From an optimization exercise on the open Yosys and OpenROAD flow, aimed at small area, a short achievable clock period and few clock cycles; shortcuts taken in it are not production practice. RTL that was checked went through simulation tests only; none was proved equivalent to the original.

## rev 12
// Bicubic
module Bicubic #(parameter fraction_bits = 15)
(
input CLK,
input RST,
input enable,
input [7:0] input_data,
output logic [13:0] iaddr,
output logic ird,
output logic we,
output logic [13:0] waddr,
output logic [7:0] output_data,
input [6:0] V0,
input [6:0] H0,
input [4:0] SW,
input [4:0] SH,
input [5:0] TW,
input [5:0] TH,
output logic DONE
);
localparam JS_IDLE = 2'd0, JS_DIV = 2'd1, JS_RUN = 2'd2;
reg [1:0] js;
reg [3:0] dcnt;
reg [5:0] rTW, rTW1, rTH1, rRows;    
reg [6:0] rH0, rV0m1;
reg [6:0] remx, remy;
reg [15:0] qx, qy;
wire eqS = qy[15];                   
wire [6:0] dvx = (dcnt == 0) ? remx : {remx[5:0], 1'b0};
wire [6:0] dvy = (dcnt == 0) ? remy : {remy[5:0], 1'b0};
wire [7:0] dsx = {1'b0, dvx} - {2'b0, rTW1};
wire [7:0] dsy = {1'b0, dvy} - {2'b0, rTH1};
wire start_run = (js == JS_DIV) && (dcnt == 4'd15);
always @(posedge CLK or posedge RST) begin
    if (RST) begin
        js <= JS_IDLE;
        dcnt <= 0;
    end else begin
        case (js)
            JS_IDLE: if (enable) begin js <= JS_DIV; dcnt <= 0; end
            JS_DIV: begin
                dcnt <= dcnt + 1'b1;
                if (dcnt == 4'd15) js <= JS_RUN;
            end
            default: ;
        endcase
    end
end
always @(posedge CLK) begin
    if (js == JS_IDLE) begin
        rTW <= TW;
        rTW1 <= TW - 1'b1;
        rTH1 <= TH - 1'b1;
        rRows <= {1'b0, SH} + 6'd2;
        rH0 <= H0;
        rV0m1 <= V0 - 1'b1;
        remx <= {2'b0, SW - 1'b1};
  ...
For scale: ~4,700 cells after synthesis, ~86 I/O pins, ~56,000 um2 of cells after synthesis.
clock: 55.0 ns
lec_check: 0
cap_margin: 20
core_margin: 2
core_utilization: 40
slew_margin: 20
synth_hierarchical: 1
synth_minimum_keep_size: 0
standard.sh (not shown) runs the stock make flow with config.mk's settings and CLKGATE_MAP_FILE= SYNTH_SCRIPT=/design/flow/synth_recipe.tcl, a recipe that flattens the netlist after the stock synthesis.
==> flow/flow/run.sh <==
#!/bin/bash
# The standard layout (standard.sh), except that the ports are buffered with a
# plain buffer cell instead of the default delay cell.  The make output goes
# to standard.log; each ORFS step also keeps its own log under orfs/logs/.
set -euo pipefail
export BUFFER_PORTS_ARGS="-buffer_cell sky130_fd_sc_hd__buf_2"
bash standard.sh > standard.log 2>&1
--- input diff rev 12..rev 13 ---
--- a/flow/design.v
+++ b/flow/design.v
@@ -532,26 +532,48 @@
 kfa uka_s61(.a(ka_k42), .b(ka_s43), .c(ka_pp41), .s(ka_s61), .co(ka_k62));
 kfa uka_s63(.a(ka_k44), .b(ka_s45), .c(1'b1), .s(ka_s63), .co(ka_k64));
 kfa uka_s65(.a(ka_k46), .b(ka_s47), .c(ka_s21), .s(ka_s65), .co(ka_k66));
 kfa uka_s67(.a(ka_k48), .b(ka_s49), .c(ka_s25), .s(ka_s67), .co(ka_k68));
 kfa uka_s69(.a(ka_k50), .b(ka_s51), .c(ka_s29), .s(ka_s69), .co(ka_k70));
 kfa uka_s71(.a(ka_k52), .b(ka_s53), .c(ka_s33), .s(ka_s71), .co(ka_k72));
 kfa uka_s73(.a(ka_k54), .b(ka_s55), .c(ka_s37), .s(ka_s73), .co(ka_k74));
 kfa uka_s75(.a(ka_k56), .b(ka_s57), .c(ka_pp39), .s(ka_s75), .co(ka_k76));
 kha uka_s77(.a(ka_k58), .b(ka_k40), .s(ka_s77), .co(ka_k78));
 wire [10:0] ka_ra = {ka_k78, ka_k76, ka_k74, ka_k72, ka_k70, ka_k68, ka_k66, ka_k64, ka_k62, ka_k60, ka_s59};
 wire [10:0] ka_rb = {1'b1, ka_s77, ka_s75, ka_s73, ka_s71, ka_s69, ka_s67, ka_s65, ka_s63, ka_s61, ka_pp40};
 wire [10:0] ka = ka_ra + ka_rb;
+wire kzr0 = kbw_ra[0] ^ kbw_rb[0];
+wire kzc0 = (kbw_ra[0] & kbw_rb[0]) | ((kbw_ra[0] ^ kbw_rb[0]));
+wire kzr1 = kbw_ra[1] ^ kbw_rb[1];
+wire kzc1 = (kbw_ra[1] & kbw_rb[1]) | ((kbw_ra[1] ^ kbw_rb[1]));
+wire kzr2 = kbw_ra[2] ^ kbw_rb[2];
+wire kzc2 = (kbw_ra[2] & kbw_rb[2]) | ((kbw_ra[2] ^ kbw_rb[2]));
+wire kzr3 = kbw_ra[3] ^ kbw_rb[3];
+wire kzc3 = (kbw_ra[3] & kbw_rb[3]) | ((kbw_ra[3] ^ kbw_rb[3]));
+wire kzr4 = kbw_ra[4] ^ kbw_rb[4];
+wire kzc4 = (kbw_ra[4] & kbw_rb[4]) | ((kbw_ra[4] ^ kbw_rb[4]));
+wire kzr5 = kbw_ra[5] ^ kbw_rb[5];
+wire kzc5 = (kbw_ra[5] & kbw_rb[5]) | ((kbw_ra[5] ^ kbw_rb[5]));
+wire kzr6 = kbw_ra[6] ^ kbw_rb[6];
+wire kzc6 = (kbw_ra[6] & kbw_rb[6]) | ((kbw_ra[6] ^ kbw_rb[6]));
+wire kzr7 = kbw_ra[7] ^ kbw_rb[7];
+wire kzc7 = (kbw_ra[7] & kbw_rb[7]) | ((kbw_ra[7] ^ kbw_rb[7]));
+wire kzr8 = kbw_ra[8] ^ kbw_rb[8];
+wire kzc8 = (kbw_ra[8] & kbw_rb[8]) | ((kbw_ra[8] ^ kbw_rb[8]));
+wire kzr9 = kbw_ra[9] ^ kbw_rb[9];
+wire kzc9 = (kbw_ra[9] & kbw_rb[9]) | ((kbw_ra[9] ^ kbw_rb[9]));
+wire kzr10 = kbw_ra[10] ^ kbw_rb[10] ^ 1'b1;
+wire kzc10 = (kbw_ra[10] & kbw_rb[10]) | ((kbw_ra[10] ^ kbw_rb[10]) & 1'b0);
+wire kz = ~kzr0 & (kzr1 ~^ kzc0) & (kzr2 ~^ kzc1) & (kzr3 ~^ kzc2) & (kzr4 ~^ kzc3) & (kzr5 ~^ kzc4) & (kzr6 ~^ kzc5) & (kzr7 ~^ kzc6) & (kzr8 ~^ kzc7) & (kzr9 ~^ kzc8) & (kzr10 ~^ kzc9);    
 wire [10:0] kb = kbw;
-wire kz = (kbw == 11'h400);          
 wire ob = kb[0] & t2[0];
 wire oa = ka[0] & t3[0];
 wire pp0 = c[0] & f[0];
 wire pp1 = c[0] & f[1];
 wire pp2 = c[0] & f[2];
 wire pp3 = c[0] & f[3];
 wire pp4 = c[0] & f[4];
 wire pp5 = c[0] & f[5];
 wire pp6 = c[0] & f[6];
 wire pp7 = c[0] & f[7];
 wire pp8 = c[0] & f[8];
 wire pp9 = c[0] & f[9];
Results
Diff rev 12 and rev 13: utilization lower in rev 12. There was hardly any difference in hold slack between rev 12 and rev 13. Rev 13 completed; timing, DRC and antenna clean. The final reports for rev 13 and rev 12 show initial core utilization higher in the former. When rev 13 is measured against rev 12, its total iterations of the first detailed-routing run turns out 3 higher. Area taken by flip-flops and latches: rev 13 vs rev 12 identical. From rev 13 to rev 12, count of hold buffers inserted by post-cts repair did not move at all. Delta(post-route minimum period, rev 13 - rev 12) < 0. Rev 13 ends up with a number of placed cells counting well taps that is 1.2% higher than in rev 12. Compared to rev 12, rev 13 was floorplanned on a bigger die.
Testbench counts of rev 13, summed over its fixed seeds: cycles 89,565.
Only the layout flow was run in rev 12; the RTL was not checked for function there.

## what the ideal ports hide
No port has a modelled driver above. Below, the same layouts with a new extraction and two added sets of constraints.
Step 1 sets driving cells, clkbuf_16 on the clock port and buf_2 on the other inputs (assumed; they add their load-dependent delay and slew).
Step 2 adds t to the input delays and takes it off the output delays; t is the mean of the earliest and latest rising clock arrival at the registers after step 1. Input paths then give back, and output paths get back, about the clock's delay inside the block.
a / b / c = ideal / step 1 / step 2; a / b = the first two.
run	shift t [ns]	setup WS [ns]	hold slack, ns	latest minus earliest clock arrival (ns)
rev 12	0.708	42.010 / 42.010 / 42.010	0.326 / 0.326 / 0.326	0.039 / 0.040
rev 13	0.702	42.195 / 42.195 / 42.195	0.326 / 0.326 / 0.326	0.035 / 0.035
After both steps every run listed still meets setup and hold.
